Context: an optimization exercise on an open-source flow, tuned for small area and a short achievable clock period. The choices shown serve that exercise and are no tape-out recipe. Only simulation tests tie the RTL to the original design; equivalence was not proved. Power figures rest on the tool's default switching activity, not on a simulated workload.

### flow/design.v
module    mult_cell
  #(parameter N=4,
    parameter M=4)
 (
      input                     clk,
      input                     rstn,
      input                     en,
      input [M+N-1:0]           mult1,
      input [M-1:0]             mult2,
      input [M+N-1:0]           mult1_acci,
      input                     flag      ,
      output reg [M+N-1:0]      mult1_o,
      output reg [M-1:0]        mult2_shift,  
      output reg [N+M-1:0]      mult1_acco,    
      output reg                rdy,
      output reg                flag_r    
  );
   always @(posedge clk or negedge rstn) begin
      if (!rstn) begin
         rdy            <= 'b0 ;
         mult1_o        <= 'b0 ;
         mult1_acco     <= 'b0 ;
         mult2_shift    <= 'b0 ;
         flag_r         <= 'b0 ;
      end
      else if (en) begin
         rdy            <= 1'b1 ;
         mult2_shift    <= mult2 >> 1 ;
         mult1_o        <= mult1 << 1 ;
         flag_r         <= flag        ;
         if (mult2[0]) begin
            mult1_acco  <= mult1_acci + mult1 ;
         end
         else begin
            mult1_acco  <= mult1_acci ;
         end
      end
      else begin
         rdy            <= 'b0 ;
         mult1_o        <= 'b0 ;
         mult1_acco     <= 'b0 ;
         mult2_shift    <= 'b0 ;
         flag_r         <= 'b0 ;
      end
   end  
endmodule
module    mult_man
  #(parameter N=16,
    parameter M=16)
   (
      input                     clk,
      input                     rstn,
      input                     data_rdy ,
      input [N:0]             mult1_signed,
      input [M:0]             mult2_signed,
      output [N+M-1:0]       res            ,
      output [N+M+1:0]         res_signed     ,
      output                    res_rdy ,
      output [N+M:0]          res_final    
    );
   wire [N-1:0]         mult1           ;
   wire [M-1:0]         mult2           ;
   wire [N+M-1:0]       mult1_t [M-1:0] ;
   wire [M-1:0]         mult2_t [M-1:0] ;
   wire [N+M-1:0]       mult1_acc_t [M-1:0] ;
   wire [M-1:0]         flag_t          ;
   wire [M-1:0]         rdy_t ;
   wire                 flag           ;
   assign flag          =  mult1_signed[N]   +  mult2_signed[M]   ;
   assign mult1   =     (mult1_signed[N]==1'b1)?{~(mult1_signed[N-1:0]-1'b1)} : mult1_signed[N-1:0]  ;
   assign mult2   =     (mult2_signed[M]==1'b1)?{~(mult2_signed[M-1:0]-1'b1)} : mult2_signed[M-1:0]  ;
   mult_cell      #(.N(N), .M(M))
   u_mult_step0
     (
      .clk              (clk),
      .rstn             (rstn),
      .en               (data_rdy),
      .mult1            ({{(M){1'b0}}, mult1}),
      .mult2            (mult2),
      .mult1_acci       ({(N+M){1'b0}}),
      .flag             (flag)         ,
      .mult1_acco       (mult1_acc_t[0]),
      .mult2_shift      (mult2_t[0]),
      .mult1_o          (mult1_t[0]),
      .rdy              (rdy_t[0]),
      .flag_r           (flag_t[0]) 
      );
   genvar               i ;
   generate
      for(i=1; i<=M-1; i=i+1) begin: mult_stepx
         mult_cell      #(.N(N), .M(M))
         u_mult_step
         (
          .clk              (clk),
          .rstn             (rstn),
          .en               (rdy_t[i-1]),
          .mult1            (mult1_t[i-1]),
          .mult2            (mult2_t[i-1]),
          .mult1_acci       (mult1_acc_t[i-1]),
          .flag             (flag_t[i-1])      ,
          .mult1_acco       (mult1_acc_t[i]),
          .mult1_o          (mult1_t[i]),
          .mult2_shift      (mult2_t[i]),
          .rdy              (rdy_t[i]),
          .flag_r           (flag_t[i])   
          );
      end  
   endgenerate
   reg   [N+M+1:0]  res_a                           ;
   always @(*) begin
      if(mult1_acc_t[M-1]==0)begin
         res_a       =     'd0            ;
      end
      else if((mult1_acc_t[M-1]!=0)&&(flag_t[M-1]==1))begin
         res_a       =      {1'b1,(~res_final + 1'b1)} ;
      end
      else begin
         res_a       =     'd0            ;
      end
   end
   assign res_rdy       = rdy_t[M-1];
   assign res           = mult1_acc_t[M-1];
   assign res_final  =  {1'b0,res}  ;
   assign res_signed =  (flag_t[M-1]==1) ? res_a : {1'b0,res_final}   ; 
endmodule
### flow/constraint.sdc
create_clock -name core_clock -period 4.5 [get_ports {clk}]
set_input_delay 0.9000 -clock core_clock [delete_from_list [all_inputs] [get_ports {clk}]]
set_output_delay 0.9000 -clock core_clock [all_outputs]
set_load 0.01 [all_outputs]
### flow/run.sh
#!/bin/bash
# synth_recipe.tcl (not shown) runs the flow's synth.tcl, then flattens the netlist and writes it again
# the make line also repeats each setting of config.mk as NAME=value (left out here)
make -C /OpenROAD-flow-scripts/flow DESIGN_CONFIG=/design/flow/config.mk WORK_HOME=/design/flow/orfs CLKGATE_MAP_FILE= SYNTH_SCRIPT=/design/flow/synth_recipe.tcl finish
### flow/config.mk
export PLATFORM = sky130hd
export DESIGN_NAME = mult_man
export DESIGN_NICKNAME = mult_man
export VERILOG_FILES = /design/flow/design.v
export SDC_FILE = /design/flow/constraint.sdc
export NUM_CORES = 4
export LEC_CHECK = 0
export CAP_MARGIN = 20
export CORE_MARGIN = 2
export CORE_UTILIZATION = 40
export SLEW_MARGIN = 20
==> results.py <==
metrics = {
    "outcome": {
        "status": "finished clean",
    },
    "synth": {
        "synth_seq_cells": 783,
        "synth_top_area_cell": "dfrtp_1",
        "synth_area_leaders": "dfrtp_1, and2_1, ha_1, xnor2_1, mux2i_1",
        "syn_inst": 3533,
        "ys_seq_area_share_pct": 51.3,
        "synth_edf_count": 0,
        "syn_nets": 3827,
        "yosys.cell_count.top_type": "dfrtp_1",
        "ys_warn_count": 2,
        "ys_types": 73,
        "postSynthAreaPerCell_sq_um": 10.8,
        "synth_commonest_cells": "dfrtp_1, and2_1, ha_1, nor2_1, nand2_1",
        "yosysTopAreaCellShare_pct": 51.3,
        "ys_async_sr_fraction_pct": 100,
        "synth_ff_type": "dfrtp_1",
        "netlist_area_sq_um": 38200,
    },
    "sta": {
        "max_freq_ghz": 0.229,
        "slew_violations": 0,
        "finClkSkew_ns": 0.0277,
        "hold_viol": 0,
        "setup_viol": 0,
        "relSlewSlack_pct": 32.8,
        "tightestPinTransition_ns": 1.01,
        "period_minus_slack_ns": 4.37,
        "fin_crit_sh_pct": 97.1,
    },
    "worst_setup_path": {
        "r2r_slack_ns": 1.24,
        "critical_path_class": "reg2out",
        "path_delay_family": "simple AND/OR/NAND/NOR gates",
        "cp_common_cell": "or4_4",
        "crit_cells": 8,
        "worst_ep_arrival_time_ns": 3.47,
        "worst_path_largest_cell_delay_ns": 0.46,
        "startpoint": "mult_stepx[15].u_mult_step.mult1_acco[4]",
        "cp_cell_sequence": "or3_4 > or4_4 > or4_4 > or4_4 > o21ai_0 > nand2_1 > o21ai_0 > dlygate4sd2_1",
        "end_kind": "primary output",
        "worstSetupEndpoint": "res_signed[13]",
        "slowest_stage": "or4_4",
        "rr_startpoint": "mult_stepx[14].u_mult_step.mult1_o[16]",
        "r2r_end": "mult_stepx[15].u_mult_step.mult1_acco[30]",
        "critPathLaunchType": "register",
        "crit_path_max_fanout": 6,
        "cp.buffers_inverters": 1,
        "worstPathRequired_ns": 3.60,
        "r2r_cells": 8,
    },
    "detailed_routing": {
        "drt_first_pass_iters": 5,
        "drc": 0,
        "drt_wl_total_mm": 77.8,
        "ant_nets": 0,
        "wl_per_cell_um": 15.7,
        "viasPerCell": 5.09,
        "drt_iter0_markers": 1063,
        "num_vias": 25300,
    },
    "floorplanning": {
        "die_h_um": 313,
        "die_area_sq_um": 98000,
        "start_util_pct": 40.3,
        "ios": 137,
        "placementRows": 113,
        "die_x_um": 313,
        "core_area_sq_um": 94900,
    },
    "final_layout": {
        "drive_gt1_share_pct": 6.15,
        "fillers": 8730,
        "multi_input_area_sq_um": 17700,
        "syn2layout_area_growth_pct": 14.9,
        "utilization_pct": 46.2,
        "nNetsFinal": 3934,
        "final_cell_area_sq_um": 43900,
        "antenna_cells": 0,
        "regArea_sq_um": 19600,
    },
    "place": {
        "finalWeightedCongestion": 0.868,
        "port-buffer-count": 135,
        "dpl_cell_area_sq_um": 40800,
        "dp_hpwl_mm": 59.0,
    },
    "cts": {
        "clk_path_buf_depth": 3,
        "clkTransAtPathRegs_ns": 0.06,
        "cts_buffers": 85,
        "cts_htree_levels": 3,
        "postCtsHoldBufs": 0,
        "cts_tree": "yes",
        "cts_sinks": 783,
        "root_buffer": "clkbuf_16",
        "clk_latency_ns": 0.65,
    },
    "power_and_ir_drop": {
        "power.density_nw_per_um2": 344,
        "p_seq_share_pct": 47.8,
        "power_frac_comb_pct": 4.4,
        "ir_worst_vdd_mv": 0.314,
        "power_w": 0.0151,
        "clkPwrFrac_pct": 47.8,
        "leakagePower_nw": 21.6,
        "switching_share_pct": 21.9,
        "internal_power_w": 0.0118,
        "p_switching_w": 0.00331,
    },
    "global_route": {
        "grt_first_pass_wirelength_mm": 131,
        "grt_pass1_vias": 26400,
        "antenna_found_initial": 0,
        "grt_usage_pct": 16.1,
        "grt_max_degree": 107,
        "overflow": 0,
    },
    "worst_hold_path": {
        "hold_class": "in2async",
    },
    "job": {
        "cap_viol_max_count": 0,
    },
}
==> per-stage QoR <==
stage               hold WS [ns]    TNS, ns  std cells  worst slack, ns
floorplan                  0.352          0       3533             1.03
global placement           0.422          0       4813            0.487
detailed placement         0.416          0       4813            0.449
CTS                        0.365          0       4966           0.0144
global route               0.395  -0.000703       4970        -0.000703
finish                     0.334          0       4970            0.131
==> worst register-to-register path: stages, from the launching register on <==
cell and delay (ns):
dfrtp_1 0.40, ha_1 0.31, a211oi_1 0.36, o21ai_0 0.26, a2111oi_0 0.72, nor2_1 0.21
o2111ai_1 0.26, a21boi_0 0.12, o32ai_1 0.45
==> cells by family after synthesis <==
| kind of cell | after synthesis | synth area share (%) |
|---|---|---|
| XOR/XNOR | 197 | 4.52 |
| buffers and inverters | 209 | 2.40 |
| multiplexers | 106 | 2.81 |
| flip-flops | 783 | 51.3 |
| other | 1 | 0.00982 |
| adder cells (fa/ha/maj) | 257 | 8.71 |
| AO/OA/AOI/OAI | 757 | 13.0 |
| AND/OR/NAND/NOR | 1223 | 17.2 |
==> worst min-delay path by stage <==
stage                                        start                                      to  slack [ns]
detailed placement   mult_stepx[1].u_mult_step.rdy           mult_stepx[2].u_mult_step.rdy        0.42
CTS                                           rstn   mult_stepx[9].u_mult_step.mult1_o[25]        0.36
global route                                  rstn   mult_stepx[9].u_mult_step.mult1_o[25]        0.39
global placement     mult_stepx[1].u_mult_step.rdy           mult_stepx[2].u_mult_step.rdy        0.42
floorplan           mult_stepx[10].u_mult_step.rdy          mult_stepx[11].u_mult_step.rdy        0.35
finish                                        rstn  mult_stepx[12].u_mult_step.mult1_o[28]        0.33
==> power groups by stage <==
stage | Combinational (W) | Sequential [W] | Clock (W)
floorplan | 0.000378 | 0.00731 | 0
global placement | 0.000673 | 0.00733 | 0
detailed placement | 0.000681 | 0.00733 | 0
CTS | 0.000683 | 0.00721 | 0.00742
global route | 0.000762 | 0.00721 | 0.00772
finish | 0.000663 | 0.00721 | 0.00721
==> layout make-up <==
class                           instances  share of cell area, %
Inverter                               47                  0.402
Clock buffer                          119                   5.67
Tap cell                             1265                   3.61
Timing Repair Buffer                  182                   4.11
Multi-Input combinational cell       2541                   40.4
Sequential cell                       783                   44.7
Clock inverter                         33                   1.10
==> what timing repair did <==
action                                  in CTS  in global routing
endpoints found under the setup margin      16                 16
gates cloned                                 0                  1
endpoints found under the hold margin        0                  0
setup buffers                                1                  3
pin swaps                                    1                  0
gates resized for setup                      9                 15
==> state kept, by name, indices dropped and copies added, names as in the netlist <==
name,cells
u_mult_step0.flag_r,1
mult_stepx.u_mult_step.mult1_o,224
mult_stepx.u_mult_step.mult2_shift,105
u_mult_step0.mult1_o,16
mult_stepx.u_mult_step.mult1_acco,375
mult_stepx.u_mult_step.flag_r,15
u_mult_step0.mult2_shift,15
u_mult_step0.mult1_acco,16
mult_stepx.u_mult_step.rdy,15
u_mult_step0.rdy,1
==> cell usage in the layout, fill, tap and decap left out, types with 87 or more instances in the layout <==
master | Yosys | layout
a21oi_1 | 155 | 155
and2_1 | 494 | 494
clkbuf_16 | 0 | 87
clkdlybuf4s50_1 | 0 | 130
dfrtp_1 | 783 | 779
ha_1 | 242 | 242
mux2i_1 | 97 | 97
nand2_1 | 214 | 214
nor2_1 | 223 | 223
o21ai_0 | 164 | 164
xnor2_1 | 127 | 127
==> per-layer routing <==
| layer | GRT usage [%] | share of wire, % | vias up |
|---|---|---|---|
| met5 | 0 | 0 | - |
| met4 | 5.90 | 3.2 | 0 |
| met3 | 2.13 | 2.6 | 157 |
| met2 | 32.4 | 56 | 381 |
| met1 | 16.7 | 38 | 12300 |
| li1 | - | - | 12500 |

-- what the ideal ports hide --
How much do the figures lean on ideal ports? The routed layout below was timed once more, with nothing changed but the port constraints. Step 1 assumes that a clkbuf_16 drives the clock port and a buf_2 every other input. Step 2 adds t to the input delays and takes it off the output delays; t is the mean of the earliest and latest rising clock arrival at the registers after step 1. Input paths then give back, and output paths get back, about the clock's delay inside the block. a / b / c = no drivers / after step 1 / after step 2; a / b = the first two.
t (ns): 0.699
slack for setup (ns): 0.131 / 0.066 / 0.764
latest minus earliest clock arrival (ns): 0.034 / 0.035
worst register clock-pin slew, ns: 0.07 / 0.07
pins driven straight from the clock port: 1
After both steps this run still meets setup and hold. The setup slack of this run moves by -0.065 ns with the drivers and by +0.633 ns with both steps.
